What follows belongs to an exercise in optimizing a design on an open flow for small area and a short achievable clock period; a production flow would make more cautious choices.
At most, simulation tests tie the RTL to the original design; equivalence was not proved.
Only the layout flow was run in run 3; the RTL was not checked for function there.
The clock cells of runs 1 to 6 come from the design's own scripts or RTL, not from TritonCTS.
The clock port is modelled as an ideal driver, which makes a skipped or thinned clock tree look cheaper than it is; a real chip needs a root buffer or a tree.
Power figures rest on the tool's default switching activity, not on a simulated workload.

**config.mk**
```make
export PLATFORM = sky130hd
export DESIGN_NAME = CPU
export DESIGN_NICKNAME = CPU
export VERILOG_FILES = /design/flow/design.v
export SDC_FILE = /design/flow/constraint.sdc
export NUM_CORES = 4
export LEC_CHECK = 0
export CAP_MARGIN = 20
export CORE_MARGIN = 2
export CORE_UTILIZATION = 55
export SETUP_SLACK_MARGIN = 2.5
export SLEW_MARGIN = 20
```
**constraint.sdc**
```tcl
create_clock -name core_clock -period 6.0 [get_ports {clk}]
set_input_delay 1.2000 -clock core_clock [delete_from_list [all_inputs] [get_ports {clk}]]
set_output_delay 1.2000 -clock core_clock [all_outputs]
set_load 0.01 [all_outputs]
```
**design.v**
```verilog
module CPU (clk, input_8bit, output_8bit, cmd_addr, cmd_8bit, rst);
  input  wire       clk;
  input  wire       rst;
  input  wire [7:0] input_8bit;
  input  wire [7:0] cmd_8bit;
  output wire [7:0] output_8bit;
  output reg  [7:0] cmd_addr;
  reg [7:0] r0, r1, r2, r3, r4, r5;
  reg       j;
  reg       b1, b2;
  wire [1:0] op = cmd_8bit[7:6];
  wire [2:0] s  = cmd_8bit[5:3];
  wire [2:0] d  = cmd_8bit[2:0];
  wire is_imm = (op == 2'b00);
  wire is_cal = (op == 2'b01);
  wire is_cpy = (op == 2'b10);
  wire is_cnd = (op == 2'b11);
  wire [6:0] q;
  genvar k;
  generate
    for (k = 0; k < 7; k = k + 1) begin : dec
      assign q[k] = (s == k);
    end
  endgenerate
  wire out_en_n;
  OVT_NEN uen (.op(op), .rst(rst), .d(d), .y(out_en_n));
  wire [7:0] bus;
  genvar i;
  generate
    for (i = 0; i < 8; i = i + 1) begin : src
      wire x01, x23, x45;
      wire x6 = ~(q[6] & input_8bit[i]);
      OVT_AOI22 u01 (.a(q[0]), .b(r0[i]), .c(q[1]), .d(r1[i]), .y(x01));
      OVT_AOI22 u23 (.a(q[2]), .b(r2[i]), .c(q[3]), .d(r3[i]), .y(x23));
      OVT_AOI22 u45 (.a(q[4]), .b(r4[i]), .c(q[5]), .d(r5[i]), .y(x45));
      OVT_AOI41 ub  (.a(x01), .b(x23), .c(x45), .d(x6), .e(rst), .y(bus[i]));
      OVT_AOI41 uo  (.a(x01), .b(x23), .c(x45), .d(x6), .e(out_en_n), .y(output_8bit[i]));
    end
  endgenerate
  wire [7:0] b   = r2 ^ {8{d[0]}};
  wire [7:0] sum = r1 + b + {7'd0, d[0]};
  wire       nd0 = ~d[0];
  wire       inv = d[0] ^ d[1];
  wire [7:0] lg;
  genvar m;
  generate
    for (m = 0; m < 8; m = m + 1) begin : logic_op
      OVT_LOGIC ul (.a(r1[m]), .b(r2[m]), .c(nd0), .x(inv), .y(lg[m]));
    end
  endgenerate
  wire z = (r3 == 8'd0);
  wire n = r3[7];
  wire t = d[2] ^ (d[0] & z | d[1] & n);
  wire jump = is_cnd & t;
  wire k_imm = ~rst & is_imm;
  wire k_cp0 = ~is_imm;
  wire [7:0] r0_in;
  generate
    for (m = 0; m < 8; m = m + 1) begin : r0_sel
      OVT_AO22 u0 (.a(k_imm), .b(cmd_8bit[m]), .c(k_cp0), .d(bus[m]), .y(r0_in[m]));
    end
  endgenerate
  wire k_sum = ~rst & is_cal & d[2] & ~d[1];
  wire k_lg  = ~rst & is_cal & ~d[2];
  wire k_bus = ~is_cal;
  wire [7:0] r3_in;
  generate
    for (m = 0; m < 8; m = m + 1) begin : r3_sel
      OVT_AO222 us (.a(k_sum), .b(sum[m]), .c(k_lg), .d(lg[m]), .e(k_bus), .f(bus[m]), .y(r3_in[m]));
    end
  endgenerate
  wire we0 = rst | is_imm | (is_cpy & d == 3'd0);
  wire we1 = rst | (is_cpy & d == 3'd1);
  wire we2 = rst | (is_cpy & d == 3'd2);
  wire we3 = rst | is_cal | (is_cpy & d == 3'd3);
  wire we4 = rst | (is_cpy & d == 3'd4);
  wire we5 = rst | (is_cpy & d == 3'd5);
  always @(posedge clk) begin
    if (we0) r0 <= r0_in;
    if (we1) r1 <= bus;
    if (we2) r2 <= bus;
    if (we3) r3 <= r3_in;
    if (we4) r4 <= bus;
    if (we5) r5 <= bus;
  end
  wire [7:0] a_inc = cmd_addr + {7'd0, ~(b1 | b2)};
  wire k_j   = ~rst & j;
  wire k_inc = ~rst & ~j;
  wire [7:0] a_next;
  generate
    for (m = 0; m < 8; m = m + 1) begin : a_sel
      OVT_AO22 ua (.a(k_j), .b(r0[m]), .c(k_inc), .d(a_inc[m]), .y(a_next[m]));
    end
  endgenerate
  always @(posedge clk) begin
    cmd_addr <= a_next;
    if (rst) begin
      j        <= 1'b0;
      b1       <= 1'b1;
      b2       <= 1'b0;
    end else begin
      j        <= jump;
      b1       <= 1'b0;
      b2       <= b1;
    end
  end
endmodule
module OVT_AOI22 (a, b, c, d, y);
  input  wire a, b, c, d;
  output wire y;
  assign y = ~(a & b | c & d);
endmodule
module OVT_AOI41 (a, b, c, d, e, y);
  input  wire a, b, c, d, e;
  output wire y;
  assign y = ~(a & b & c & d | e);
endmodule
module OVT_NEN (op, rst, d, y);
  input  wire [1:0] op;
  input  wire       rst;
  input  wire [2:0] d;
  output wire       y;
  assign y = ~(op[1] & ~op[0] & ~rst & d[2] & d[1] & ~d[0]);
endmodule
module OVT_LOGIC (a, b, c, x, y);
  input  wire a, b, c, x;
  output wire y;
  assign y = (a & b | a & c | b & c) ^ x;
endmodule
module OVT_AO222 (a, b, c, d, e, f, y);
  input  wire a, b, c, d, e, f;
  output wire y;
  assign y = a & b | c & d | e & f;
endmodule
module OVT_AO22 (a, b, c, d, y);
  input  wire a, b, c, d;
  output wire y;
  assign y = a & b | c & d;
endmodule
```
**flow/run.sh**
```bash
#!/bin/bash
# Own layout flow: the standard ORFS flow (standard.sh), with these changes:
#  - synthesis is the standard flow's synthesis script unchanged except for the abc script
#    (flow/abc.script, an area-oriented mapping) and any extra abc options
#    in flow/abc_args (cells abc may not use); registers are mapped by the
#    same dfflibmap step before abc, so their names and cells are unchanged;
#  - extra ORFS make variables, one per line, from flow/make_args
#    (port buffer cell, clock tree options, kept modules); @W@ in a line
#    stands for the work folder.
#  - optionally (flow/late_margin) a different setup slack margin for the
#    steps after clock tree synthesis.
# Every tool's output goes to flow.log (and flow_finish.log) in the work folder, and ORFS writes its
# own per-step logs under orfs/logs.
set -euo pipefail
W=$(pwd)
extra=""
[[ -f "$W/flow/abc_args" ]] && extra=$(tr '\n' ' ' < "$W/flow/abc_args")
sed 's#log_cmd abc {\*}\$abc_args#log_cmd abc -script '"$W"'/flow/abc.script {*}[lrange $abc_args 2 end] '"$extra"'#' \
  "$FLOW_HOME/scripts/synth.tcl" > "$W/my_synth.tcl"
grep -q 'flow/abc.script' "$W/my_synth.tcl"
sed "s#source \$::env(SCRIPTS_DIR)/synth.tcl#source $W/my_synth.tcl#" "$W/synth_recipe.tcl" > "$W/my_synth_recipe.tcl"
grep -q 'my_synth.tcl' "$W/my_synth_recipe.tcl"
sed "s#SYNTH_SCRIPT=[^ ]*#SYNTH_SCRIPT=$W/my_synth_recipe.tcl#" "$W/standard.sh" > "$W/my_standard.sh"
grep -q 'my_synth_recipe.tcl' "$W/my_standard.sh"
args=()
if [[ -f "$W/flow/make_args" ]]; then
  while IFS= read -r line; do
    [[ -n "$line" && "$line" != \#* ]] && args+=("${line//@W@/$W}")
  done < "$W/flow/make_args"
fi
if [[ -f "$W/flow/late_margin" ]]; then
  # up to clock tree synthesis with config.mk's SETUP_SLACK_MARGIN, the rest
  # (global route's repair) with the margin in flow/late_margin
  bash "$W/my_standard.sh" "${args[@]}" cts > "$W/flow.log" 2>&1
  bash "$W/my_standard.sh" "${args[@]}" "SETUP_SLACK_MARGIN=$(tr -d ' \n' < "$W/flow/late_margin")" finish > "$W/flow_finish.log" 2>&1
else
  bash "$W/my_standard.sh" "${args[@]}" finish > "$W/flow.log" 2>&1
fi
```
**flow/abc.script**
```
strash
&get -n
&dch
&nf -R 1000 -p
&put
```
**flow/late_margin**
```
2.3
```
**flow/make_args**
```
BUFFER_PORTS_ARGS=-buffer_cell sky130_fd_sc_hd__buf_4
PRE_CTS_TCL=@W@/flow/pre_cts.tcl
SYNTH_KEEP_MODULES=OVT_AOI22 OVT_AOI41 OVT_NEN OVT_LOGIC OVT_AO222 OVT_AO22
REMOVE_ABC_BUFFERS=1
```
**flow/pre_cts.tcl**
```tcl
# Sourced by ORFS's cts.tcl before clock_tree_synthesis (PRE_CTS_TCL).
# The design has 65 flip-flops close together.  Instead of TritonCTS's
# H-tree, the flip-flops are split into four groups by location (halves in
# x, then halves in y) and the clock port drives one clock buffer per group,
# placed at the group's centroid; clock_tree_synthesis is then a no-op.
set pre_cts_buf [expr {[info exists ::env(PRE_CTS_BUF)] ? $::env(PRE_CTS_BUF) : "sky130_fd_sc_hd__clkbuf_8"}]
set block [ord::get_db_block]
set clk_master [[ord::get_db] findMaster $pre_cts_buf]
set clk_net [$block findNet clk]
set sinks {}
foreach it [$clk_net getITerms] {
  set box [[$it getInst] getBBox]
  lappend sinks [list $it [expr {([$box xMin] + [$box xMax]) / 2}] [expr {([$box yMin] + [$box yMax]) / 2}]]
}
proc pre_cts_halves { items idx } {
  set s [lsort -integer -index $idx $items]
  set h [expr {[llength $s] / 2}]
  return [list [lrange $s 0 [expr {$h - 1}]] [lrange $s $h end]]
}
set groups {}
foreach half [pre_cts_halves $sinks 1] {
  foreach quarter [pre_cts_halves $half 2] { lappend groups $quarter }
}
set g 0
foreach group $groups {
  set sx 0
  set sy 0
  foreach s $group {
    set sx [expr {$sx + [lindex $s 1]}]
    set sy [expr {$sy + [lindex $s 2]}]
  }
  set n [llength $group]
  set buf [odb::dbInst_create $block $clk_master clkbuf_g$g]
  set net [odb::dbNet_create $block clk_g$g]
  $net setSigType CLOCK
  foreach s $group {
    set it [lindex $s 0]
    $it disconnect
    $it connect $net
  }
  [$buf findITerm A] connect $clk_net
  [$buf findITerm X] connect $net
  $buf setLocation [expr {$sx / $n}] [expr {$sy / $n}]
  $buf setPlacementStatus PLACED
  puts "pre_cts.tcl: clkbuf_g$g ($pre_cts_buf) drives $n clock pins"
  incr g
}
proc clock_tree_synthesis { args } {
  puts "pre_cts.tcl: clock_tree_synthesis skipped (one clock buffer per flip-flop group)"
}
```
**standard.sh**
```bash
#!/bin/bash
# synth_recipe.tcl (not shown) runs the flow's synth.tcl, then flattens the netlist and writes it again
# the make line also repeats each setting of config.mk as NAME=value (left out here)
make -C /OpenROAD-flow-scripts/flow DESIGN_CONFIG=/design/flow/config.mk WORK_HOME=/design/flow/orfs CLKGATE_MAP_FILE= SYNTH_SCRIPT=/design/flow/synth_recipe.tcl "${@:-finish}"
```
==> impl_results.md, run 1 <==
* Fmax at 279 MHz
* Core Region at 5470 um2
* CP most frequent cell: buf_4
* Crit. End Element: output port
* Area of the multi-input gates at 1470 um2
* Initial DRT Pass Iterations at 5
* Routed WL per cell at 21.6 um
* Fillcell total at 444
* Main combinational cell family by area after synthesis: compound AO/OA/AOI/OAI gates
* Crit path launch: cmd_8bit[4]
* Worst reg2reg setup slack at 3480 ps
* Startpoint Class: input pin
* Die area at 6280 um2
* Ys Warns at 1
* GRT overflow at 0
* Critical-path top delay cell: nor3b_4
* VDD IR max at 0.190 mV
* Average via count per standard cell at 6.71
* Worst setup path endpoint: output_8bit[6]
* Required @ worst endpoint at 4800 ps
* Crit path depth at 5
* Worst-Skew Late Latency at 160 ps
* Die Width at 79.2 um
* Endpoints failing setup at 0
* Hold Vio Cnt, Final at 0
* HPWL Detailed at 5870 um
* Vias at 2,443
* RSZ-0062 raised after global routing: false
* Layout Skew at 13.7 ps
* Nets at 325
* Minimum clock period at 3590 ps
* CP top delay family: compound AO/OA/AOI/OAI gates
* Initial antenna violation count at 0
* Highest net fanout along the worst path at 8
* Routed Antenna Nets at 0
* Critical path class: input pin to output port
* Clock slew at reported path FFs at 100 ps
* Seq/Total Area, Yosys at 53.4%
* Slew @ Worst Pin at 946 ps
* GRT Overall Usage at 25.6%
* Pwr Total at 840 uW
* Vias in the first global route at 2,234
* WL met1 at 3400 um
* Post-Route WL at 7850 um
* Seq cells post-synth at 59
* Met2 routed WL at 3620 um
* Max-slew violation count at 0
* Synth Area in XOR/XNOR at 8.44%
* Synthesized area at 3110 um2
* CP peak stage delay at 410 ps
* Adder-Cell Fraction of Synth Area at 8.04%
* Compound-Gate Fraction of Synth Area at 20.8%
* Cells along the critical path: buf_4 > nor3b_4 > a22oi_1 > a41oi_1 > buf_4
* Rows at 27
* RR Endpoint: r3[6]
* Setup TNS at 0 ps
* Avg Inst Size Synth at 12.5 um2
* Port Buffers at 33
* Status: finished clean
* Pwr dens at 233 nW/um2
* Register area at 1660 um2
* Mux cell area share after synthesis at 0%
* LEAKAGE at 1.35 nW
* First-pass GRT wire length at 12,200 um
* IO Count at 34
* Worst Hold Class: register to register
* Max-cap violation count at 0
* Largest net degree at the start of global routing at 24
* Setup slack at placement at 1950 ps
* Initial core utilization at 56.9%
* DR top layer: met4
* Yosys cell types at 31
* # diodes at 0
* Rel. slew slack at 36.4%
* Die Ht at 79.2 um
* Worst path arrival time at 2390 ps
* Worst reg2reg path depth at 8
* Layout cell share with drive strength beyond 1 at 17.8%
* Hold Buf Count CTS at 0
* Syn Inst Count at 250
* Met3 Wirelength at 566 um
* Final period util at 59.8%
* Simple-gate share of the synthesized area at 7.88%
* Setup ws final at 2410 ps
* Buffers & Inverters on Critical Path at 2
* Area delta synth->final at 16.0%
* Reg2reg start: r2[1]
* Initial DRC count at 282
* DRC viols at 0
* Placer Congestion at 0.884
-- timing repair --
item	CTS	global route
endpoints found under the setup margin	14	0
gates resized for setup	17	0
setup buffers	4	0
-- final cells by class --
cell class	instances	share of cell area, %
buffer	4	1.53
inverter	12	1.39
multi-input combinational	179	40.7
sequential	59	46.0
tap	72	2.50
timing repair buffer	38	7.90
-- through the flow --
step / utilization (%) / hold slack, ps / area [um2] / cells
3_5_place_dp: 63.2 / 471 / 3460 / 356
4_1_cts: 66.0 / 472 / 3610 / 364
5_1_grt: 66.0 / 497 / 3610 / 364
3_3_place_gp: 63.2 / 451 / 3460 / 356
2_1_floorplan: - / 439 / 3110 / 250
6_report: 66.0 / 488 / 3610 / 364
-- modules after synthesis (local to each module, per instance), excerpt --
| module | times used | cells |
|---|---|---|
| CPU | 1 | 159 |
| OVT_LOGIC | 8 | 2 |
| OVT_AO222 | 8 | 2 |
| OVT_AO22 | 16 | 1 |
| OVT_AOI41 | 16 | 1 |
| OVT_AOI22 | 24 | 1 |
-- cells in the mapped netlist --
master | instances | area (um2)
edfxtp_1 | 48 | 1440
a22oi_1 | 24 | 180
xor2_1 | 23 | 201
nand2_1 | 17 | 63.8
a22o_1 | 16 | 140
a41oi_1 | 16 | 140
clkinv_1 | 12 | 45.0
ha_1 | 12 | 150
dfxtp_1 | 11 | 220
a222oi_1 | 8 | 80.1
maj3_1 | 8 | 80.1
nor2_1 | 8 | 30.0
xnor2_1 | 7 | 61.3
a31o_1 | 4 | 35.0
nand3_1 | 4 | 20.0
nor3_1 | 4 | 20.0
a21oi_1 | 3 | 15.0
nor2b_1 | 3 | 18.8
nor3b_1 | 3 | 22.5
nor4_1 | 3 | 18.8
o21ai_0 | 3 | 15.0
and3_1 | 2 | 12.5
and3b_1 | 2 | 17.5
nand3b_1 | 2 | 15.0
a211o_1 | 1 | 8.76
a211oi_1 | 1 | 7.51
a21o_1 | 1 | 7.51
a311o_1 | 1 | 10.0
a32oi_1 | 1 | 8.76
fa_1 | 1 | 20.0
nand2b_1 | 1 | 6.26
-- cells by family (layout without fill, tap and decap cells) --
group / Yosys count / count (layout)
buffers and inverters: 12 / 54
AND/OR/NAND/NOR: 49 / 49
AO/OA/AOI/OAI: 79 / 79
XOR/XNOR: 30 / 30
flip-flops: 59 / 59
adder cells (fa/ha/maj): 21 / 21
-- layer usage --
layer  vias to the layer above  global-route usage, %
li1                       1110                      -
met1                      1192                   38.9
met2                       125                   40.5
met3                        16                   1.36
met4                         0                   6.21
met5                         -                      0
-- cell usage in the layout, fill, tap and decap left out, types with 2 or more instances in the layout --
cell      synthesis  routed
edfxtp_1         48      48
buf_4             0      38
a22oi_1          24      24
xor2_1           23      22
nand2_1          17      17
a22o_1           16      16
a41oi_1          16      16
ha_1             12      12
clkinv_1         12      11
dfxtp_1          11      11
maj3_1            8       8
a222oi_1          8       8
nor2_1            8       7
xnor2_1           7       7
nand3_1           4       4
a31o_1            4       4
clkbuf_8          0       4
nor4_1            3       3
nor3_1            4       3
nor2b_1           3       3
nor3b_4           0       3
o21ai_1           0       2
and3_1            2       2
a21oi_1           3       2
and3b_2           0       2
nand3b_1          2       2
-- sequential cells by signal, indices dropped and copies added (netlist names), 8 cells and up --
signal    cells
r4            8
r5            8
r1            8
r2            8
r3            8
r0            8
cmd_addr      8
-- how the worst min path moves through the flow --
stage          startpoint  cells past startpoint  slack, ps  end
6_report               b1                      1        490   b2
5_1_grt                b1                      1        500   b2
3_5_place_dp           b1                      1        470   b2
2_1_floorplan          b1                      1        440   b2
4_1_cts                b1                      1        470   b2
3_3_place_gp           b1                      1        450   b2
-- power breakdown --
| part | switching (mW) | internal [mW] |
|---|---|---|
| clock | 0.0986 | 0.0616 |
| combinational | 0.0963 | 0.0728 |
| sequential | 0.0268 | 0.484 |
| total | 0.222 | 0.618 |
==> run 2, diff against run 1 <==
==> flow/make_args (replaced) <==
BUFFER_PORTS_ARGS=-buffer_cell sky130_fd_sc_hd__buf_1
PRE_CTS_TCL=@W@/flow/pre_cts.tcl
SYNTH_KEEP_MODULES=OVT_AOI22 OVT_AOI41 OVT_NEN OVT_LOGIC OVT_AO222 OVT_AO22
REMOVE_ABC_BUFFERS=1
MATCH_CELL_FOOTPRINT=0
==> impl_results.md, run 2 <==
* Seq cells post-synth at 59
* Pwr dens at 233 nW/um2
* Routed WL per cell at 22.0 um
* Ys Warns at 1
* Worst path arrival time at 2340 ps
* Worst-Skew Late Latency at 160 ps
* Status: finished clean
* First-pass GRT wire length at 12,400 um
* Layout cell share with drive strength beyond 1 at 11.2%
* Worst Hold Class: register to register
* Initial DRC count at 223
* Crit. End Element: output port
* Vias at 2,383
* Buffers & Inverters on Critical Path at 3
* LEAKAGE at 1.27 nW
* Worst reg2reg path depth at 9
* VDD IR max at 0.154 mV
* Avg Inst Size Synth at 12.5 um2
* GRT overflow at 0
* RSZ-0062 raised after global routing: false
* Port Buffers at 33
* RR Endpoint: r3[6]
* Slew @ Worst Pin at 966 ps
* Die Width at 79.2 um
* Most common cell in the netlist: edfxtp_1
* # diodes at 0
* Fmax at 282 MHz
* CP top delay family: buffers and inverters
* Finished Core Util at 65.5%
* Syn Inst Count at 250
* Highest net fanout along the worst path at 23
* Final period util at 59.0%
* Critical path class: input pin to output port
* Rows at 27
* Post-Route WL at 8070 um
* Initial antenna violation count at 0
* Reg2reg start: r2[0]
* Max-slew violation count at 0
* Initial core utilization at 56.9%
* Largest area contributor in the netlist: edfxtp_1
* Startpoint Class: input pin
* GRT Overall Usage at 26.2%
* Async SR Flop Fraction at 0%
* Synthesized area at 3110 um2
* Die Ht at 79.2 um
* Endpoints failing setup at 0
* CP peak stage delay at 240 ps
* Cells along the critical path: buf_2 > nor3_1 > nand3b_1 > buf_4 > a41oi_1 > buf_1
* Minimum clock period at 3540 ps
* Routed Antenna Nets at 0
* DRC viols at 0
* Initial DRT Pass Iterations at 6
* Critical-path top delay cell: buf_2
* Most frequent cells in the layout: edfxtp_1, buf_1, xor2_1, a22oi_1, nand2_1
* WHS Path Cells at 1
* Clock slew at reported path FFs at 100 ps
* Layout Skew at 22.1 ps
* Top FF cell, synth: edfxtp_1
* Hold Vio Cnt, Final at 0
* Vias in the first global route at 2,246
* Top cells by area, synth: edfxtp_1, dfxtp_1, xor2_1, a22oi_1, ha_1
* Yosys cell types at 31
* HPWL Detailed at 5820 um
* Post-synth top area share at 46.3%
* Rel. slew slack at 34.7%
* Die area at 6280 um2
* IO Count at 34
* Setup TNS at 0 ps
* Largest net degree at the start of global routing at 24
* Required @ worst endpoint at 4800 ps
* Nets at 327
* EDFF count, synth at 48
* Max-cap violation count at 0
* Synth cell count leaders: edfxtp_1, a22oi_1, xor2_1, nand2_1
* Hold Slack at 470 ps
* Core Region at 5470 um2
* Worst reg2reg setup slack at 3490 ps
* Hold Crit Endpoint: b2
* Commonest non-fill, non-tap cell in the layout: edfxtp_1
* Area delta synth->final at 15.1%
* Average via count per standard cell at 6.51
* Seq/Total Area, Yosys at 53.4%
* Placer Congestion at 0.894
* Hold_sp: b1
==> run 2: cell count changes in the layout (fill, tap and decap cells not counted), sizes merged <==
cell      delta
clkbuf       +5
buf          -3
clkinv       -1
clkinvlp     +1
==> run 2: how the worst max path moves through the flow <==
stage                 from  slack (ps)              to  cells past startpoint
2_1_floorplan  cmd_8bit[4]        2520  output_8bit[0]                      3
3_3_place_gp   cmd_8bit[0]        1720           r3[7]                     10
3_5_place_dp   cmd_8bit[0]        1700           r3[7]                     10
4_1_cts        cmd_8bit[0]        2500           r3[7]                     10
5_1_grt                rst        2320  output_8bit[1]                      6
6_report               rst        2460  output_8bit[6]                      6
==> run 2: kinds of logic (layout without fill, tap and decap cells) <==
kind of cell / count (synthesis) / after routing / share of synthesized area [%]
buf+inv: 12 / 56 / 1.45
xor+xnor: 30 / 30 / 8.44
flops: 59 / 59 / 53.4
compound gates: 79 / 79 / 20.8
fa+ha+maj: 21 / 21 / 8.04
simple gates: 49 / 49 / 7.88
==> run 2: final cells by class <==
cell class / count / area (um2)
Fill cell: 454 / 1890
Sequential cell: 59 / 1660
Multi-Input combinational cell: 179 / 1490
Timing Repair Buffer: 40 / 234
Tap cell: 72 / 90.1
Buffer: 4 / 55.1
Inverter: 12 / 48.8
==> run 2: Yosys stat by module, one instance, submodules excluded <==
module / cells / flops+latches
CPU: 159 / 59
OVT_LOGIC: 2 / 0
OVT_NEN: 3 / 0
OVT_AO222: 2 / 0
OVT_AO22: 1 / 0
OVT_AOI41: 1 / 0
OVT_AOI22: 1 / 0
==> run 2: through the flow <==
| stage | worst slack [ps] | std cells | cell area, um2 | power (mW) |
|---|---|---|---|---|
| 2_1_floorplan | 2520 | 250 | 3110 | 0.615 |
| 3_3_place_gp | 1720 | 356 | 3330 | 0.668 |
| 3_5_place_dp | 1700 | 356 | 3330 | 0.670 |
| 4_1_cts | 2500 | 366 | 3580 | 0.803 |
| 5_1_grt | 2320 | 366 | 3580 | 0.870 |
| 6_report | 2460 | 366 | 3580 | 0.834 |
==> run 2: repair_timing <==
item / in CTS / in global routing
hold buffers: 0 / 0
setup endpoints to repair: 52 / 0
buffers inserted: 6 / 0
gates resized for setup: 39 / 0
==> run 2: per-layer routing <==
| metal | vias up | GRT usage, % | wire [um] |
|---|---|---|---|
| li1 | 1109 | - | - |
| met1 | 1146 | 39.0 | 3670 |
| met2 | 107 | 40.7 | 3540 |
| met3 | 21 | 2.16 | 520 |
| met4 | 0 | 8.97 | 335 |
| met5 | - | 0 | 0 |
==> run 2: power by group <==
group          switching, mW  leakage, nW  internal, mW
combinational         0.0976        0.650        0.0678
clock                 0.0960       0.0288        0.0616
sequential            0.0271        0.590         0.484
==> run 3, diff against run 2 <==
--- a/design.v
+++ b/design.v
@@ -17,24 +17,7 @@
   wire is_cnd = (op == 2'b11);
-  wire [6:0] q;
-  genvar k;
-  generate
-    for (k = 0; k < 7; k = k + 1) begin : dec
-      assign q[k] = (s == k);
-    end
-  endgenerate
-  wire out_en_n;
-  OVT_NEN uen (.op(op), .rst(rst), .d(d), .y(out_en_n));
-  wire [7:0] bus;
-  genvar i;
-  generate
-    for (i = 0; i < 8; i = i + 1) begin : src
-      wire x01, x23, x45;
-      wire x6 = ~(q[6] & input_8bit[i]);
-      OVT_AOI22 u01 (.a(q[0]), .b(r0[i]), .c(q[1]), .d(r1[i]), .y(x01));
-      OVT_AOI22 u23 (.a(q[2]), .b(r2[i]), .c(q[3]), .d(r3[i]), .y(x23));
-      OVT_AOI22 u45 (.a(q[4]), .b(r4[i]), .c(q[5]), .d(r5[i]), .y(x45));
-      OVT_AOI41 ub  (.a(x01), .b(x23), .c(x45), .d(x6), .e(rst), .y(bus[i]));
-      OVT_AOI41 uo  (.a(x01), .b(x23), .c(x45), .d(x6), .e(out_en_n), .y(output_8bit[i]));
-    end
-  endgenerate
+  wire [7:0] m0  = s[1] ? (s[0] ? r3 : r2) : (s[0] ? r1 : r0);
+  wire [7:0] m1  = s[1] ? (s[0] ? 8'd0 : input_8bit) : (s[0] ? r5 : r4);
+  wire [7:0] bus = s[2] ? m1 : m0;
+  wire out_en = is_cpy & (d == 3'd6) & ~rst;
+  assign output_8bit = {8{out_en}} & bus;
   wire [7:0] b   = r2 ^ {8{d[0]}};
@@ -55,3 +38,3 @@
   wire k_imm = ~rst & is_imm;
-  wire k_cp0 = ~is_imm;
+  wire k_cp0 = ~rst & ~is_imm;
   wire [7:0] r0_in;
@@ -64,3 +47,3 @@
   wire k_lg  = ~rst & is_cal & ~d[2];
-  wire k_bus = ~is_cal;
+  wire k_bus = ~rst & ~is_cal;
   wire [7:0] r3_in;
@@ -71,2 +54,3 @@
   endgenerate
+  wire [7:0] rx_in = {8{~rst}} & bus;
   wire we0 = rst | is_imm | (is_cpy & d == 3'd0);
@@ -79,7 +63,7 @@
     if (we0) r0 <= r0_in;
-    if (we1) r1 <= bus;
-    if (we2) r2 <= bus;
+    if (we1) r1 <= rx_in;
+    if (we2) r2 <= rx_in;
     if (we3) r3 <= r3_in;
-    if (we4) r4 <= bus;
-    if (we5) r5 <= bus;
+    if (we4) r4 <= rx_in;
+    if (we5) r5 <= rx_in;
   end
@@ -107,19 +91,2 @@
 endmodule
-module OVT_AOI22 (a, b, c, d, y);
-  input  wire a, b, c, d;
-  output wire y;
-  assign y = ~(a & b | c & d);
-endmodule
-module OVT_AOI41 (a, b, c, d, e, y);
-  input  wire a, b, c, d, e;
-  output wire y;
-  assign y = ~(a & b & c & d | e);
-endmodule
-module OVT_NEN (op, rst, d, y);
-  input  wire [1:0] op;
-  input  wire       rst;
-  input  wire [2:0] d;
-  output wire       y;
-  assign y = ~(op[1] & ~op[0] & ~rst & d[2] & d[1] & ~d[0]);
-endmodule
 module OVT_LOGIC (a, b, c, x, y);
==> flow/make_args (replaced) <==
BUFFER_PORTS_ARGS=-buffer_cell sky130_fd_sc_hd__buf_2
PRE_CTS_TCL=@W@/flow/pre_cts.tcl
SYNTH_KEEP_MODULES=OVT_LOGIC OVT_AO222 OVT_AO22
REMOVE_ABC_BUFFERS=1
--- a/config.mk
+++ b/config.mk
@@ -9,3 +9,3 @@
 export CORE_MARGIN = 2
-export CORE_UTILIZATION = 55
+export CORE_UTILIZATION = 40
 export SETUP_SLACK_MARGIN = 2.5
==> impl_results.md, run 3 <==
* Layout Skew at 13.1 ps
* Crit. End Element: output port
* Top FF cell, synth: edfxtp_1
* CP most frequent cell: buf_2
* Top cells by area, synth: edfxtp_1, dfxtp_1, xor2_1, mux4_2, ha_1
* Startpoint Class: input pin
* Pwr dens at 233 nW/um2
* Endpoints failing setup at 0
* Layout cell share with drive strength beyond 1 at 20.9%
* DRC viols at 0
* Fmax at 284 MHz
* Synth cell count leaders: edfxtp_1, nor2_1, xor2_1, clkinv_1
* Highest net fanout along the worst path at 7
* Worst-Skew Late Latency at 150 ps
* Finished Cell Area at 3680 um2
* Required @ worst endpoint at 4800 ps
* First-pass GRT wire length at 12,400 um
* Commonest non-fill, non-tap cell in the layout: edfxtp_1
* Area of the multi-input gates at 1510 um2
* Die Ht at 93.4 um
* Most frequent cells in the layout: edfxtp_1, buf_2, nor2_1, xor2_1, clkinv_1
* HPWL Detailed at 5390 um
* Syn Inst Count at 260
* Vias in the first global route at 2,289
* Ys Warns at 1
* Clock slew at reported path FFs at 90 ps
* Synthesized area at 3200 um2
* Worst Hold Class: register to register
* Area after DPL at 3490 um2
* Pwr Total at 857 uW
* Die area at 8720 um2
* Max-cap violation count at 0
* Largest net degree at the start of global routing at 24
* Final period util at 58.8%
* Routed WL per cell at 19.3 um
* VDD IR max at 0.127 mV
* Status: finished clean
* Initial DRT Pass Iterations at 5
* Critical path class: input pin to output port
* Core Region at 7730 um2
* Post-synth top area share at 45.1%
* Critical-path top delay cell: nor2_2
* Seq cells post-synth at 59
* Initial antenna violation count at 0
* Largest area contributor in the netlist: edfxtp_1
* IO Count at 34
* LEAKAGE at 1.44 nW
* GRT Overall Usage at 18.3%
* Max-slew violation count at 0
* Slew @ Worst Pin at 1090 ps
* Port Buffers at 33
* Routed Antenna Nets at 0
* Post-Route WL at 7780 um
* Cells along the critical path: buf_2 > clkinv_1 > nor2_2 > nand4b_1 > buf_4 > nor2_1 > buf_2
* Die Width at 93.4 um
* Setup TNS at 0 ps
* RSZ-0062 raised after global routing: false
* # diodes at 0
* Hold Buf Count CTS at 0
* Vias at 2,250
* Initial DRC count at 175
* Rows at 32
* CP peak stage delay at 260 ps
* Rel. slew slack at 26.9%
* Register area at 1660 um2
* Initial core utilization at 41.4%
* Most common cell in the netlist: edfxtp_1
* Avg Inst Size Synth at 12.3 um2
* GRT overflow at 0
* Yosys cell types at 30
* Minimum clock period at 3530 ps
* Async SR Flop Fraction at 0%
* Average via count per standard cell at 5.57
* Fillcell total at 713
* EDFF count, synth at 48
* Seq/Total Area, Yosys at 52.0%
* Worst path arrival time at 2330 ps
* Nets at 335
* Placer Congestion at 0.859
* Area delta synth->final at 15.1%
* Hold Vio Cnt, Final at 0
* Worst reg2reg setup slack at 3490 ps
==> run 3: cell count changes in the layout (fill, tap and decap cells not counted), moves of 5 or more <==
cell | previous run | this run
a41oi_1 | 16 | 0
mux2i_1 | 0 | 8
o211ai_1 | 0 | 8
clkinv_1 | 11 | 19
buf_1 | 25 | 0
a22oi_2 | 5 | 0
nor2_1 | 7 | 23
mux4_2 | 0 | 8
o21ai_2 | 0 | 8
buf_2 | 1 | 30
a22oi_1 | 19 | 0
==> run 3: cell type report <==
| class | count | area share [%] |
|---|---|---|
| Buffer | 4 | 1.50 |
| Inverter | 20 | 2.18 |
| Timing Repair Buffer | 38 | 6.70 |
| Multi-Input combinational cell | 181 | 41.0 |
| Tap cell | 102 | 3.47 |
| Sequential cell | 59 | 45.1 |
==> run 3: stage by stage <==
| step | util, % | setup slack (ps) | cells | hold slack (ps) |
|---|---|---|---|---|
| after floorplan | - | 2730 | 260 | 439 |
| after global placement | 45.2 | 1760 | 395 | 451 |
| after detailed placement | 45.2 | 1740 | 395 | 460 |
| after CTS | 47.6 | 2500 | 404 | 460 |
| after global routing | 47.6 | 2370 | 404 | 493 |
| final | 47.6 | 2470 | 404 | 469 |
==> run 3: modules after synthesis (local to each module, per instance) <==
module	cells inside	copies in the design	flops+latches
OVT_LOGIC	2	8	0
CPU	212	1	59
OVT_AO222	2	8	0
OVT_AO22	1	16	0
==> run 3: worst paths after layout <==
kind,start,end,depth (start not counted)
max,cmd_8bit[7],output_8bit[7],7
min,b1,b2,1
max reg2reg,r2[0],r3[6],9
min reg2reg,b1,b2,1
==> run 3: report_power, final <==
group	leakage [nW]	switching, mW	total, mW	internal (mW)
Clock	0.0288	0.0961	0.158	0.0615
Combinational	0.830	0.108	0.192	0.0835
Sequential	0.586	0.0234	0.508	0.485
==> run 3: logic make-up after synthesis <==
family	Yosys count	share of synthesized area, %
simple gates	58	8.06
xor+xnor	30	8.22
mux	16	8.14
flops	59	52.0
fa+ha+maj	21	7.83
compound gates	56	13.4
buf+inv	20	2.35
==> run 3: per-layer routing <==
metal  wire length (um)  up-vias  track usage, %
li1                   -     1086               -
met1               3520     1074            26.5
met2               3620       77            30.5
met3                461       13            1.37
met4                186        0            3.43
met5                  0        -               0
==> run 3: worst max-delay path: cells and delay by family <==
kind / cells / cell delay (ps)
buffers and inverters: 4 / 590
AND/OR/NAND/NOR: 3 / 550
==> run 3: what timing repair did <==
item,4_1_cts,5_1_grt
setup endpoints to repair,15,0
gates resized for setup,33,0
setup buffers,5,0
==> run 4, diff against run 3 <==
==> design.v (replaced) <==
module CPU (clk, input_8bit, output_8bit, cmd_addr, cmd_8bit, rst);
  input  wire       clk;
  input  wire       rst;
  input  wire [7:0] input_8bit;
  input  wire [7:0] cmd_8bit;
  output wire [7:0] output_8bit;
  output reg  [7:0] cmd_addr;
  reg [7:0] r0, r1, r2, r3, r4, r5;
  reg       j;
  reg       b1, b2;
  wire [1:0] op = cmd_8bit[7:6];
  wire [2:0] s  = cmd_8bit[5:3];
  wire [2:0] d  = cmd_8bit[2:0];
  wire is_imm = (op == 2'b00);
  wire is_cal = (op == 2'b01);
  wire is_cpy = (op == 2'b10);
  wire is_cnd = (op == 2'b11);
  wire [7:0] m0  = s[1] ? (s[0] ? r3 : r2) : (s[0] ? r1 : r0);
  wire [7:0] m1  = s[1] ? (s[0] ? 8'd0 : input_8bit) : (s[0] ? r5 : r4);
  wire [7:0] bus = s[2] ? m1 : m0;
  wire out_en = is_cpy & (d == 3'd6) & ~rst;
  assign output_8bit = {8{out_en}} & bus;
  wire [7:0] b   = r2 ^ {8{d[0]}};
  wire [7:0] sum = r1 + b + {7'd0, d[0]};
  wire [7:0] g   = r1 & r2;
  wire [7:0] o   = r1 | r2;
  wire [7:0] lg  = (d[0] ? g : o) ^ {8{d[0] ^ d[1]}};
  wire [7:0] alu = d[2] ? (d[1] ? 8'd0 : sum) : lg;
  wire z = (r3 == 8'd0);
  wire n = r3[7];
  wire t = d[2] ^ (d[0] & z | d[1] & n);
  wire jump = is_cnd & t;
  wire [7:0] r0_in = {8{~rst}} & (is_imm ? cmd_8bit : bus);
  wire [7:0] r3_in = {8{~rst}} & (is_cal ? alu : bus);
  wire [7:0] rx_in = {8{~rst}} & bus;
  wire we0 = rst | is_imm | (is_cpy & d == 3'd0);
  wire we1 = rst | (is_cpy & d == 3'd1);
  wire we2 = rst | (is_cpy & d == 3'd2);
  wire we3 = rst | is_cal | (is_cpy & d == 3'd3);
  wire we4 = rst | (is_cpy & d == 3'd4);
  wire we5 = rst | (is_cpy & d == 3'd5);
  always @(posedge clk) begin
    if (we0) r0 <= r0_in;
    if (we1) r1 <= rx_in;
    if (we2) r2 <= rx_in;
    if (we3) r3 <= r3_in;
    if (we4) r4 <= rx_in;
    if (we5) r5 <= rx_in;
  end
  wire [7:0] f = j ? r0 : cmd_addr + {7'd0, ~(b1 | b2)};
  always @(posedge clk) begin
    if (rst) begin
      cmd_addr <= 8'd0;
      j        <= 1'b0;
      b1       <= 1'b1;
      b2       <= 1'b0;
    end else begin
      cmd_addr <= f;
      j        <= jump;
      b1       <= 1'b0;
      b2       <= b1;
    end
  end
endmodule
==> flow/make_args (replaced) <==
BUFFER_PORTS_ARGS=-buffer_cell sky130_fd_sc_hd__buf_2
PRE_CTS_TCL=@W@/flow/pre_cts.tcl
==> impl_results.md, run 4 <==
* Layout Skew at 12.1 ps
* Seq pwr share at 57.9%
* Syn Inst Count at 284
* # diodes at 0
* Vias in the first global route at 2,379
* Placed Instances at 419
* Post-Route WL at 8100 um
* Layout cell share with drive strength beyond 1 at 20.7%
* GRT Overall Usage at 18.5%
* Required @ worst endpoint at 4800 ps
* Vias at 2,438
* Clock slew at reported path FFs at 90 ps
* Psw at 237 uW
* GRT overflow at 0
* Worst reg2reg setup slack at 3670 ps
* Switch share at 27.0%
* Routed WL per cell at 18.6 um
* Placer Congestion at 0.867
* Hold Buf Count CTS at 0
* Clock group share of total power at 17.6%
* Final period util at 58.1%
* Pwr dens at 229 nW/um2
* Max-slew violation count at 0
* Finished Cell Area at 3830 um2
* Synthesized area at 3250 um2
* Endpoints failing setup at 0
* RR Endpoint: r3[6]
* Nets at 367
* Area delta synth->final at 17.8%
* Synth cell count leaders: edfxtp_1, nor2_1, a21oi_1, nand2_1, xnor2_1
* Max-cap violation count at 0
* Critical path class: input pin to output port
* Yosys cell types at 33
* Buffers & Inverters on Critical Path at 2
* Worst-Skew Late Latency at 150 ps
* Cells along the critical path: buf_16 > mux4_2 > o21ai_2 > nor2_1 > buf_2
* Highest net fanout along the worst path at 16
* Rows at 32
* Worst path arrival time at 2290 ps
* Hold_sp: b1
* Most frequent cells in the layout: nor2_1, edfxtp_1, buf_2, a21oi_1, nand2_1
* HPWL Detailed at 5830 um
* WHS Path Cells at 1
* Minimum clock period at 3490 ps
* Status: finished clean
* Post-synth top area share at 44.4%
* Initial DRT Pass Iterations at 4
* Startpoint Class: input pin
* Initial DRC count at 142
* Seq/Total Area, Yosys at 51.1%
* Die area at 8860 um2
* Area after DPL at 3540 um2
* RSZ-0062 raised after global routing: false
* Worst reg2reg path depth at 12
* CP top delay family: multiplexers
* Reg2reg start: r2[0]
* First-pass GRT wire length at 12,800 um
* Async SR Flop Fraction at 0%
* Critical-path top delay cell: mux4_2
* Seq cells post-synth at 59
* Slew @ Worst Pin at 593 ps
* Initial core utilization at 41.6%
* Rel. slew slack at 60.5%
* Top FF cell, synth: edfxtp_1
* IO Count at 34
* LEAKAGE at 1.47 nW
* Avg Inst Size Synth at 11.4 um2
* Port Buffers at 33
* Finished Core Util at 49.0%
* Fmax at 287 MHz
* Hold Vio Cnt, Final at 0
* Largest area contributor in the netlist: edfxtp_1
* Initial antenna violation count at 0
* Largest net degree at the start of global routing at 43
* VDD IR max at 0.0965 mV
* Average via count per standard cell at 5.59
* Routed Antenna Nets at 0
* Worst Hold Class: register to register
* Die Width at 94.1 um
* Die Ht at 94.1 um
* CP peak stage delay at 520 ps
* Ys Warns at 1
* Hold Crit Endpoint: b2
* Syn_nets at 315
* DRC viols at 0
* Crit. End Element: output port
* Power Internal at 640 uW
* Core Region at 7810 um2
* Gate power share at 24.5%
* Top cells by area, synth: edfxtp_1, dfxtp_1, mux4_2, nor2_1, ha_1
* EDFF count, synth at 48
* Setup TNS at 0 ps
* Fin cells at 436
[run 4: cell count changes after synthesis, sizes merged, moves of 3 or more]
cell,previous run,this run
a21oi,5,23
a211oi,1,12
a222oi,8,0
nor2,24,48
clkinv,20,3
a22o,16,0
xnor2,8,14
nand3,4,7
xor2,22,12
[run 4: worst max-delay path by stage]
stage                     slack [ps]   startpoint  cells after the start        endpoint
final                           2510  cmd_8bit[3]                      5  output_8bit[7]
after global routing            2400  cmd_8bit[4]                      8  output_8bit[3]
after CTS                       2520  cmd_8bit[3]                      5  output_8bit[4]
after detailed placement        1810  cmd_8bit[3]                      5  output_8bit[5]
after global placement          1810  cmd_8bit[3]                      5  output_8bit[5]
after floorplan                 2710  cmd_8bit[3]                      3  output_8bit[6]
[run 4: cells by family (layout without fill, tap and decap cells)]
family | Yosys count | count (layout) | share of synthesized area [%]
simple gates | 93 | 93 | 12.8
compound gates | 65 | 65 | 12.7
flops | 59 | 59 | 51.1
xor+xnor | 26 | 26 | 7.01
fa+ha+maj | 20 | 20 | 7.39
mux | 18 | 18 | 8.63
buf+inv | 3 | 53 | 0.347
[run 4: repair_timing]
action	CTS	global route
setup endpoints to repair	14	0
resized for setup	36	0
buffers inserted	13	0
[run 4: metal layers]
layer / wire length [um] / GRT usage (%)
met1: 3770 / 27.7
met2: 3610 / 28.9
met3: 435 / 1.44
met4: 287 / 5.31
met5: 0 / 0
[run 4: cell type report]
class | instances | area [um2]
Fill cell | 735 | 3980
Inverter | 3 | 16.3
Buffer | 4 | 55.1
Sequential cell | 59 | 1660
Timing Repair Buffer | 46 | 313
Tap cell | 102 | 128
Multi-Input combinational cell | 222 | 1650
[run 4: power by group through the flow]
stage	Sequential [mW]	Clock (mW)	Combinational (mW)
after global routing	0.511	0.176	0.237
after detailed placement	0.517	0	0.188
after CTS	0.517	0.119	0.214
final	0.508	0.155	0.215
after global placement	0.516	0	0.185
after floorplan	0.508	0	0.131
[run 4: stage by stage]
step / setup slack (ps) / hold WS [ps] / total power, mW
2_1_floorplan: 2710 / 439 / 0.639
3_3_place_gp: 1810 / 448 / 0.700
3_5_place_dp: 1810 / 457 / 0.705
4_1_cts: 2520 / 457 / 0.850
5_1_grt: 2400 / 501 / 0.924
6_report: 2510 / 466 / 0.878
[run 4: worst register-to-register path: stages (launching register included)]
cell and delay, ps:
edfxtp_1 440, nand2_1 110, o21ai_0 150, fa_1 440
nand3_1 90, nand2_1 90, nand3_1 100, nand2_1 70
xor2_1 130, a21oi_1 80, a21oi_1 170, nor2_1 60
a211oi_1 230
==> run 5, diff against run 4 <==
--- a/flow/run.sh
+++ b/flow/run.sh
@@ -9,5 +9,3 @@
 #    stands for the work folder.
-#  - optionally (flow/late_margin) a different setup slack margin for the
-#    steps after clock tree synthesis.
-# Every tool's output goes to flow.log (and flow_finish.log) in the work folder, and ORFS writes its
+# Every tool's output goes to flow.log in the work folder, and ORFS writes its
 # own per-step logs under orfs/logs.
@@ -30,9 +28,2 @@
 fi
-if [[ -f "$W/flow/late_margin" ]]; then
-  # up to clock tree synthesis with config.mk's SETUP_SLACK_MARGIN, the rest
-  # (global route's repair) with the margin in flow/late_margin
-  bash "$W/my_standard.sh" "${args[@]}" cts > "$W/flow.log" 2>&1
-  bash "$W/my_standard.sh" "${args[@]}" "SETUP_SLACK_MARGIN=$(tr -d ' \n' < "$W/flow/late_margin")" finish > "$W/flow_finish.log" 2>&1
-else
-  bash "$W/my_standard.sh" "${args[@]}" finish > "$W/flow.log" 2>&1
-fi
+bash "$W/my_standard.sh" "${args[@]}" finish > "$W/flow.log" 2>&1
removed: flow/late_margin
==> impl_results.md, run 5 <==
* Simple-gate share of the synthesized area at 12.8%
* LEAKAGE at 1.51 nW
* Minimum clock period at 3460 ps
* CP top delay family: buffers and inverters
* Initial DRC count at 162
* Worst reg2reg path depth at 12
* Top cells by area, synth: edfxtp_1, dfxtp_1, mux4_2, nor2_1, ha_1
* Synth Area in XOR/XNOR at 7.01%
* Endpoints failing setup at 0
* Status: finished clean
* Max-slew violation count at 0
* Port Buffers at 33
* HPWL Detailed at 5830 um
* Cells along the critical path: clkbuf_16 > buf_4 > mux2i_1 > o211ai_1 > o21ai_2 > nor2_2 > buf_2
* WHS Path Cells at 1
* Finished Cell Area at 3920 um2
* VDD IR max at 0.0993 mV
* Buffers & Inverters on Critical Path at 3
* EDFF count, synth at 48
* Die Width at 94.1 um
* Critical-path top delay cell: o211ai_1
* Area delta synth->final at 20.6%
* Fin cells at 442
* Placer Congestion at 0.867
* # diodes at 0
* First-pass GRT wire length at 12,800 um
* Routed WL per cell at 18.8 um
* Seq cells post-synth at 59
* Ys Warns at 1
* Routed Antenna Nets at 0
* CP peak stage delay at 230 ps
* Startpoint Class: input pin
* Post-Route WL at 8320 um
* Most frequent cells in the layout: edfxtp_1, nor2_1, buf_2, a21oi_1
* Layout cell share with drive strength beyond 1 at 22.6%
* RSZ-0062 raised after global routing: false
* Area after DPL at 3540 um2
* Core Region at 7810 um2
* Clock slew at reported path FFs at 90 ps
* Compound-Gate Fraction of Synth Area at 12.7%
* Crit path depth at 7
* IO Count at 34
* Required @ worst endpoint at 4800 ps
* Critical path class: input pin to output port
* Vias in the first global route at 2,379
* Max-cap violation count at 0
* Final period util at 57.7%
* Syn Inst Count at 284
* Setup TNS at 0 ps
* Crit. End Element: output port
* Seq/Total Area, Yosys at 51.1%
* Highest net fanout along the worst path at 8
* Adder-Cell Fraction of Synth Area at 7.39%
* Synth cell count leaders: edfxtp_1, nor2_1, a21oi_1, nand2_1, xnor2_1
* Async SR Flop Fraction at 0%
* Largest net degree at the start of global routing at 43
* Placed Instances at 419
* Rel. slew slack at 60.5%
* Mux cell area share after synthesis at 8.63%
* Rows at 32
* Initial antenna violation count at 0
* Die area at 8860 um2
* GRT overflow at 0
* Hold Buf Count CTS at 0
* Post-synth top area share at 44.4%
* Initial core utilization at 41.6%
* Fmax at 289 MHz
* Nets at 373
* Pwr dens at 227 nW/um2
* Hold Vio Cnt, Final at 0
* Die Ht at 94.1 um
* Worst-Skew Late Latency at 150 ps
* Syn_nets at 315
* Worst path arrival time at 2260 ps
* Synthesized area at 3250 um2
* Yosys cell types at 33
* Pwr Total at 890 uW
* Layout Skew at 13.0 ps
* Vias at 2,482
* Main combinational cell family by area after synthesis: simple AND/OR/NAND/NOR gates
* Slew @ Worst Pin at 592 ps
* Commonest non-fill, non-tap cell in the layout: edfxtp_1
* Largest area contributor in the netlist: edfxtp_1
* Top FF cell, synth: edfxtp_1
* Avg Inst Size Synth at 11.4 um2
* DRC viols at 0
* Average via count per standard cell at 5.62
* Worst Hold Class: register to register
* Initial DRT Pass Iterations at 4
* GRT Overall Usage at 18.5%
-- run 5: worst register-to-register path, stage by stage, from the launching register on --
cell,delay (ps)
edfxtp_1,440
nand2_1,110
o21ai_0,150
fa_1,440
nand3_1,90
nand2_1,90
nand3_1,100
nand2_1,70
xor2_1,130
a21oi_1,80
a21oi_1,170
nor2_1,60
a211oi_1,230
-- run 5: power breakdown --
| part | internal [mW] | switching [mW] | total [mW] |
|---|---|---|---|
| sequential | 0.484 | 0.0242 | 0.508 |
| clock | 0.0615 | 0.0948 | 0.156 |
| combinational | 0.102 | 0.124 | 0.226 |
-- run 5: logic make-up (layout without fill, tap and decap cells) --
group,count (synthesis),in the layout
muxes,18,18
and+or+nand+nor,93,93
adders and majority gates,20,20
DFF,59,59
AOI/OAI and AO/OA,65,65
xor gates and xnor gates,26,26
buffers and inverters,3,59
-- run 5: per-stage QoR --
stage	hold slack, ps	utilization [%]	setup WS (ps)
final	467	50.2	2540
after global routing	501	50.2	2500
after CTS	457	49.0	2520
after detailed placement	457	45.4	1810
after global placement	448	45.4	1810
after floorplan	439	-	2710
-- run 5: metal layers --
layer / routed length [um] / vias to the layer above / track usage (%) / share of wire [%]
li1: - / 1199 / - / -
met1: 3950 / 1198 / 27.7 / 47
met2: 3660 / 67 / 28.9 / 44
met3: 405 / 18 / 1.44 / 4.9
met4: 313 / 0 / 5.31 / 3.8
met5: 0 / - / 0 / 0
-- run 5: path summary, 6_finish.rpt --
check        slack, ps         from             end
min                470           b1              b2
max               2540  cmd_8bit[3]  output_8bit[3]
max reg2reg       3660        r2[0]           r3[6]
min reg2reg        470           b1              b2
-- run 5: final cells by class --
cell class / instances / area [um2]
fillers: 729 / 3890
flip-flops and latches: 59 / 1660
inverters: 3 / 18.8
well taps: 102 / 128
repair buffers: 52 / 384
plain buffers: 4 / 55.1
multi-input cells: 222 / 1670
-- run 5: repair_timing --
item / in CTS / in global routing
hold endpoints to repair: 0 / 0
gates cloned: 0 / 1
resized for setup: 36 / 7
pin swaps: 5 / 1
endpoints found under the setup margin: 14 / 8
buffers inserted: 13 / 5
==> run 6, diff against run 5 <==
--- a/design.v
+++ b/design.v
@@ -8,4 +8,4 @@
   reg [7:0] r0, r1, r2, r3, r4, r5;
-  reg       j;
-  reg       b1, b2;
+  reg [7:0] f;
+  reg       boot;
   wire [1:0] op = cmd_8bit[7:6];
@@ -49,3 +49,2 @@
   end
-  wire [7:0] f = j ? r0 : cmd_addr + {7'd0, ~(b1 | b2)};
   always @(posedge clk) begin
@@ -53,10 +52,8 @@
       cmd_addr <= 8'd0;
-      j        <= 1'b0;
-      b1       <= 1'b1;
-      b2       <= 1'b0;
+      f        <= 8'd0;
+      boot     <= 1'b1;
     end else begin
       cmd_addr <= f;
-      j        <= jump;
-      b1       <= 1'b0;
-      b2       <= b1;
+      f        <= jump ? r0 : f + {7'd0, ~boot};
+      boot     <= 1'b0;
     end
==> impl_results.md, run 6 <==
* Startpoint Class: input pin
* Routed WL per cell at 18.3 um
* Vias in the first global route at 2,276
* Seq cells post-synth at 65
* VDD IR max at 0.134 mV
* Pwr dens at 235 nW/um2
* Placer Congestion at 0.888
* Minimum clock period at 3450 ps
* Syn Inst Count at 290
* Seq/Total Area, Yosys at 52.4%
* Fillcell total at 750
* Clock slew at reported path FFs at 100 ps
* Ys Warns at 1
* Switch share at 27.1%
* Rel. slew slack at 55.4%
* Core Region at 8220 um2
* Status: finished clean
* Psw at 258 uW
* Yosys cell types at 31
* Top cells by area, synth: edfxtp_1, dfxtp_1, mux4_2, nor2_1, ha_1
* Worst Hold Class: register to register
* Critical-path top delay cell: mux4_2
* RSZ-0062 raised after global routing: true
* DRC viols at 0
* Post-synth top area share at 42.4%
* Die Width at 96.2 um
* WHS Path Cells at 1
* Synthesized area at 3400 um2
* Average via count per standard cell at 5.54
* Critical path class: input pin to output port
* Required @ worst endpoint at 4800 ps
* Cells along the critical path: buf_16 > mux4_2 > o21ai_4 > nor2_1 > buf_2
* GRT overflow at 0
* Layout Skew at 15.6 ps
* Clock group share of total power at 17.7%
* LEAKAGE at 1.54 nW
* Top FF cell, synth: edfxtp_1
* Worst path arrival time at 2250 ps
* Die area at 9250 um2
* # diodes at 0
* Slew @ Worst Pin at 669 ps
* Area delta synth->final at 19.0%
* Hold Vio Cnt, Final at 0
* Synth cell count leaders: edfxtp_1, nor2_1, a211oi_1, a21oi_1, dfxtp_1
* Largest area contributor in the netlist: edfxtp_1
* Gate power share at 24.3%
* Rows at 33
* Initial DRC count at 211
* Vias at 2,459
* Most common cell in the netlist: edfxtp_1
* Largest net degree at the start of global routing at 49
* Fmax at 290 MHz
* Post-Route WL at 8120 um
* Setup TNS at 0 ps
* Hold Slack at 473 ps
* Initial antenna violation count at 0
* Commonest non-fill, non-tap cell in the layout: edfxtp_1
* EDFF count, synth at 48
* Highest net fanout along the worst path at 9
* Syn_nets at 321
* Worst reg2reg path depth at 10
* HPWL Detailed at 5890 um
* Max-slew violation count at 0
* Avg Inst Size Synth at 11.7 um2
* Most frequent cells in the layout: edfxtp_1, nor2_1, buf_2, a211oi_1
* Async SR Flop Fraction at 0%
* Seq pwr share at 58.0%
* Die Ht at 96.2 um
* Nets at 372
* Layout cell share with drive strength beyond 1 at 21.5%
* GRT Overall Usage at 17.5%
* Power Internal at 693 uW
* Port Buffers at 33
* Endpoints failing setup at 0
* Routed Antenna Nets at 0
* First-pass GRT wire length at 12,400 um
* IO Count at 34
* Initial core utilization at 41.3%
* Worst-Skew Late Latency at 160 ps
* CP peak stage delay at 540 ps
* Max-cap violation count at 0
* Crit. End Element: output port
* Initial DRT Pass Iterations at 4
* Final period util at 57.6%
==> run 6: cell types whose count changed after synthesis, moves of 2 or more <==
cell and delta:
a21oi_1 -6, dfxtp_1 +6, nor2_1 -4, nor3_1 -2
nor2b_1 +7, xor2_1 +2, a211oi_1 +7, nand2_1 -2
and4_1 -2
==> run 6: stage by stage <==
stage               power (mW)  util, %  area [um2]  instances  worst slack (ps)
floorplan                0.690        -        3400        290              2710
global placement         0.754     45.0        3700        429              1790
detailed placement       0.756     45.0        3700        429              1810
CTS                      0.900     47.5        3900        435              2480
global route              1.00     49.2        4040        444              2490
finish                   0.952     49.2        4040        444              2550
==> run 6: kinds of logic after synthesis <==
logic type      count (synthesis)  synth area share, %
simple gates                   88                 11.5
fa+ha+maj                      20                 7.07
mux                            18                 8.25
buf+inv                         4                0.442
compound gates                 66                 12.8
flops                          65                 52.4
xor+xnor                       29                 7.48
==> run 6: cell type report <==
| class | instances | area (um2) | area share [%] |
|---|---|---|---|
| well taps | 105 | 131 | 3.25 |
| inverters | 4 | 20.0 | 0.495 |
| multi-input cells | 221 | 1730 | 42.7 |
| plain buffers | 4 | 55.1 | 1.36 |
| flip-flops and latches | 65 | 1780 | 44.1 |
| repair buffers | 45 | 330 | 8.17 |
==> run 6: power by group through the flow <==
stage | clock (mW) | combinational (mW) | sequential (mW)
after floorplan | 0 | 0.136 | 0.554
after global placement | 0 | 0.193 | 0.562
after detailed placement | 0 | 0.194 | 0.562
after CTS | 0.126 | 0.212 | 0.562
after global routing | 0.191 | 0.253 | 0.557
final | 0.169 | 0.231 | 0.552
==> run 6: final timing paths <==
check,from,end,slack [ps]
worst max-delay path,cmd_8bit[3],output_8bit[4],2550
worst min-delay path,f[0],cmd_addr[0],470
worst max register to register,r2[2],r3[7],3410
worst min register to register,f[0],cmd_addr[0],470
==> run 6: timing repair <==
| action | in CTS | in global routing |
|---|---|---|
| hold buffers | 0 | 0 |
| pin swaps | 2 | 2 |
| gates resized for setup | 37 | 11 |
| buffers inserted | 2 | 8 |
| cloned | 0 | 1 |
| setup endpoints to repair | 15 | 8 |
==> run 6: critical path: cells and delay by family <==
kind,cells,cell delay (ps)
buffers and inverters,2,250
multiplexers,1,540
AND/OR/NAND/NOR,1,60
AO/OA/AOI/OAI,1,190
==> run 6: routing by layer <==
metal,share of wire [%],track usage (%),vias up
met4,1.7,2.86,0
met5,0,0,-
met2,47,28.6,57
li1,-,-,1194
met3,4.7,1.02,7
met1,47,26.1,1201
==> run 7, diff against run 6 <==
==> design.v (replaced) <==
module CPU (clk, input_8bit, output_8bit, cmd_addr, cmd_8bit, rst);
  input  wire       clk;
  input  wire       rst;
  input  wire [7:0] input_8bit;
  input  wire [7:0] cmd_8bit;
  output wire [7:0] output_8bit;
  output reg  [7:0] cmd_addr;
  reg [7:0] r0, r1, r2, r3, r4, r5;
  reg [7:0] f;
  reg       boot;
  wire [1:0] op = cmd_8bit[7:6];
  wire [2:0] s  = cmd_8bit[5:3];
  wire [2:0] d  = cmd_8bit[2:0];
  wire is_imm = (op == 2'b00);
  wire is_cal = (op == 2'b01);
  wire is_cpy = (op == 2'b10);
  wire is_cnd = (op == 2'b11);
  reg [7:0] src;
  always @* begin
    case (s)
      3'd0: src = r0;
      3'd1: src = r1;
      3'd2: src = r2;
      3'd3: src = r3;
      3'd4: src = r4;
      3'd5: src = r5;
      3'd6: src = input_8bit;
      default: src = 8'd0;
    endcase
  end
  assign output_8bit = (!rst && is_cpy && d == 3'd6) ? src : 8'd0;
  reg [7:0] alu;
  always @* begin
    case (d)
      3'd0: alu = r1 | r2;
      3'd1: alu = ~(r1 & r2);
      3'd2: alu = ~(r1 | r2);
      3'd3: alu = r1 & r2;
      3'd4: alu = r1 + r2;
      3'd5: alu = r1 - r2;
      default: alu = 8'd0;
    endcase
  end
  wire z = (r3 == 8'd0);
  wire n = r3[7];
  reg  t;
  always @* begin
    case (d)
      3'd0: t = 1'b0;
      3'd1: t = z;
      3'd2: t = n;
      3'd3: t = z | n;
      3'd4: t = 1'b1;
      3'd5: t = ~z;
      3'd6: t = ~n;
      default: t = ~z & ~n;
    endcase
  end
  wire jump = is_cnd & t;
  always @(posedge clk) begin
    if (rst) begin
      cmd_addr <= 8'd0;
      f        <= 8'd0;
      boot     <= 1'b1;
      r0 <= 8'd0; r1 <= 8'd0; r2 <= 8'd0;
      r3 <= 8'd0; r4 <= 8'd0; r5 <= 8'd0;
    end else begin
      cmd_addr <= f;
      f        <= jump ? r0 : f + {7'd0, ~boot};
      boot     <= 1'b0;
      if (is_imm)                  r0 <= cmd_8bit;
      else if (is_cpy && d == 3'd0) r0 <= src;
      if (is_cpy && d == 3'd1)     r1 <= src;
      if (is_cpy && d == 3'd2)     r2 <= src;
      if (is_cal)                  r3 <= alu;
      else if (is_cpy && d == 3'd3) r3 <= src;
      if (is_cpy && d == 3'd4)     r4 <= src;
      if (is_cpy && d == 3'd5)     r5 <= src;
    end
  end
endmodule
==> run.sh (new file) <==
#!/bin/bash
# synth_recipe.tcl (not shown) runs the flow's synth.tcl, then flattens the netlist and writes it again
# the make line also repeats each setting of config.mk as NAME=value (left out here)
make -C /OpenROAD-flow-scripts/flow DESIGN_CONFIG=/design/flow/config.mk WORK_HOME=/design/flow/orfs CLKGATE_MAP_FILE= SYNTH_SCRIPT=/design/flow/synth_recipe.tcl finish
--- a/config.mk
+++ b/config.mk
@@ -10,3 +10,2 @@
 export CORE_UTILIZATION = 40
-export SETUP_SLACK_MARGIN = 2.5
 export SLEW_MARGIN = 20
removed: flow/run.sh
removed: flow/abc.script
removed: flow/make_args
removed: flow/pre_cts.tcl
removed: standard.sh
==> impl_results.md, run 7 <==
* Placed Instances at 640
* Crit. End Element: output port
* Post-Route WL at 12,000 um
* Routed WL per cell at 18.2 um
* Initial DRT Pass Iterations at 5
* GRT overflow at 0
* Placer Congestion at 0.850
* GRT Overall Usage at 22.0%
* Top cells by area, synth: dfxtp_1, mux2i_1, nor2_1, a21oi_1, ha_1
* Area after DPL at 4460 um2
* Clock Sink Count at 65
* Hold Vio Cnt, Final at 0
* Ys Warns at 1
* Synth cell count leaders: nor2_1, dfxtp_1, nand2_1, a21oi_1, mux2i_1
* Pwr dens at 226 nW/um2
* Most frequent cells in the layout: nor2_1, dfxtp_1, nand2_1, a21oi_1, clkdlybuf4s50_1
* Initial DRC count at 224
* Hold Slack at 458 ps
* Root buffer cell: clkbuf_8
* Rows at 36
* Post-synth top area share at 31.8%
* First-pass GRT wire length at 18,900 um
* Hold_sp: r4[7]
* Fmax at 195 MHz
* EDFF count, synth at 0
* Reg2reg start: r2[0]
* # diodes at 0
* Vias in the first global route at 3,435
* DRC viols at 0
* Core Region at 9860 um2
* Largest area contributor in the netlist: dfxtp_1
* Clock slew at reported path FFs at 80 ps
* Avg Inst Size Synth at 8.24 um2
* Worst Hold Class: register to register
* Average via count per standard cell at 5.72
* Status: finished clean
* Nets at 550
* Startpoint Class: input pin
* IO Count at 34
* LEAKAGE at 1.67 nW
* Seq/Total Area, Yosys at 31.8%
* Die Width at 105 um
* # Post-CTS Setup Buffers at 0
* Hold Buf Count CTS at 0
* Minimum clock period at 5130 ps
* Num CTS Buffers at 9
* Syn_nets at 527
* Rel. slew slack at 40.9%
* Initial antenna violation count at 0
* Top FF cell, synth: dfxtp_1
* Fin cells at 657
* Max-cap violation count at 0
* CTS resizes at 0
* Endpoints failing setup at 0
* Syn Inst Count at 496
* Async SR Flop Fraction at 0%
* Layout cell share with drive strength beyond 1 at 8.97%
* Vias at 3,759
* CTS H-tree depth at 3
* VDD IR max at 0.119 mV
* Highest net fanout along the worst path at 16
* Initial core utilization at 41.5%
* Most common cell in the netlist: nor2_1
* Die area at 11,000 um2
* Routed Antenna Nets at 0
* Clock tree buffer depth at 2
* Worst path arrival time at 3930 ps
* Finished Core Util at 47.5%
* Commonest non-fill, non-tap cell in the layout: nor2_1
* Seq cells post-synth at 65
* Yosys cell types at 72
* Die Ht at 105 um
* Setup TNS at 0 ps
* Worst-Skew Late Latency at 360 ps
* Max-slew violation count at 0
* Largest net degree at the start of global routing at 73
* Slew @ Worst Pin at 883 ps
* Area delta synth->final at 14.5%
* Synthesized area at 4090 um2
* Finished Cell Area at 4680 um2
* Crit path launch: cmd_8bit[3]
* Critical path class: input pin to output port
* Required @ worst endpoint at 4800 ps
* Layout Skew at 9.94 ps
* HPWL Detailed at 8460 um
* RSZ-0062 raised after global routing: false
* CTS tree: built
* Final period util at 85.4%
* Port Buffers at 33
## run 7: cell count changes after synthesis, moves of 17 or more
| cell | delta |
|---|---|
| inv_1 | +21 |
| clkbuf_1 | +17 |
| nor2_1 | +22 |
| edfxtp_1 | -48 |
| dfxtp_1 | +48 |
| nand2_1 | +21 |
## run 7: final cells by class
cell class | instances | area [um2]
fillers | 994 | 5180
flip-flops and latches | 65 | 1300
inverters | 21 | 78.8
repair buffers | 46 | 423
well taps | 133 | 166
clock inverters | 7 | 95.1
multi-input cells | 376 | 2490
clock buffers | 9 | 124
## run 7: per-layer routing
layer / track usage (%) / wire length (um) / vias up
li1: - / - / 1821
met1: 29.6 / 5460 / 1816
met2: 35.9 / 5710 / 108
met4: 5.81 / 136 / 0
met3: 4.37 / 663 / 14
met5: 0 / 0 / -
## run 7: where the power goes
part,internal (mW),total [mW],switching [mW],leakage [nW]
Sequential,0.446,0.462,0.0156,0.528
Combinational,0.0743,0.173,0.0984,1.03
Clock,0.234,0.423,0.189,0.109
Total,0.754,1.06,0.303,1.67
## run 7: worst paths after layout
path,end,slack [ps],cells past startpoint
worst min-delay path,r4[7],460,2
worst max register to register,r3[6],3060,9
worst max-delay path,output_8bit[0],870,7
worst min register to register,r4[7],460,2
## run 7: through the flow
step,worst slack [ps],total power [mW]
after detailed placement,958,0.641
after global routing,679,1.10
after CTS,928,1.06
after global placement,1050,0.638
after floorplan,2350,0.588
final,874,1.06
## run 7: worst max-delay path, cell delays in order
cell	delay, ps
clkdlybuf4s50_1	870
nor2b_1	200
buf_4	160
a22oi_1	90
o221ai_1	540
nor2b_1	280
clkdlybuf4s50_1	580
## run 7: kinds of logic (layout without fill, tap and decap cells)
family                     count (synthesis)  after routing  share of synthesized area (%)
AOI/OAI and AO/OA                        113            113                           19.2
xor gates and xnor gates                  17             17                           3.64
adders and majority gates                 13             13                           4.16
buffers and inverters                     55             83                           7.16
DFF                                       65             65                           31.8
muxes                                     32             32                           8.97
and+or+nand+nor                          201            201                           25.0

[afterwards: timing with drivers on the ports]
The flow's constraints put no driver on any port. The routed layouts listed below were extracted and timed again, unchanged, in two steps.
Step 1: set_driving_cell puts a clkbuf_16 on clk and a buf_2 on each other input, an assumption about the parent block.
Step 2 adds t to the input delays and takes it off the output delays; t is the mean of the earliest and latest rising clock arrival at the registers after step 1. Input paths then give back, and output paths get back, about the clock's delay inside the block.
a / b / c = ideal ports / drivers / drivers and shift; a / b = the first two.
| run | t, ns | slack for setup (ns) | latest minus earliest clock arrival (ns) | slew at the worst register clock pin (ns) |
|---|---|---|---|---|
| run 1 | 0.211 | 2.414 / 2.382 / 2.382 | 0.014 / 0.014 | 0.10 / 0.10 |
| run 2 | 0.205 | 2.458 / 2.437 / 2.437 | 0.023 / 0.023 | 0.10 / 0.10 |
| run 3 | 0.209 | 2.473 / 2.438 / 2.438 | 0.013 / 0.013 | 0.09 / 0.09 |
| run 4 | 0.211 | 2.515 / 2.431 / 2.431 | 0.012 / 0.012 | 0.09 / 0.09 |
| run 5 | 0.213 | 2.540 / 2.394 / 2.394 | 0.013 / 0.014 | 0.09 / 0.09 |
| run 6 | 0.216 | 2.547 / 2.397 / 2.397 | 0.015 / 0.016 | 0.10 / 0.10 |
| run 7 | 0.384 | 0.874 / 0.846 / 0.846 | 0.010 / 0.010 | 0.08 / 0.08 |
After both steps setup and hold are still met in every run listed. For run 6, which loses most, drivers alone change the setup slack by -0.150 ns; drivers and shift together by -0.150 ns.
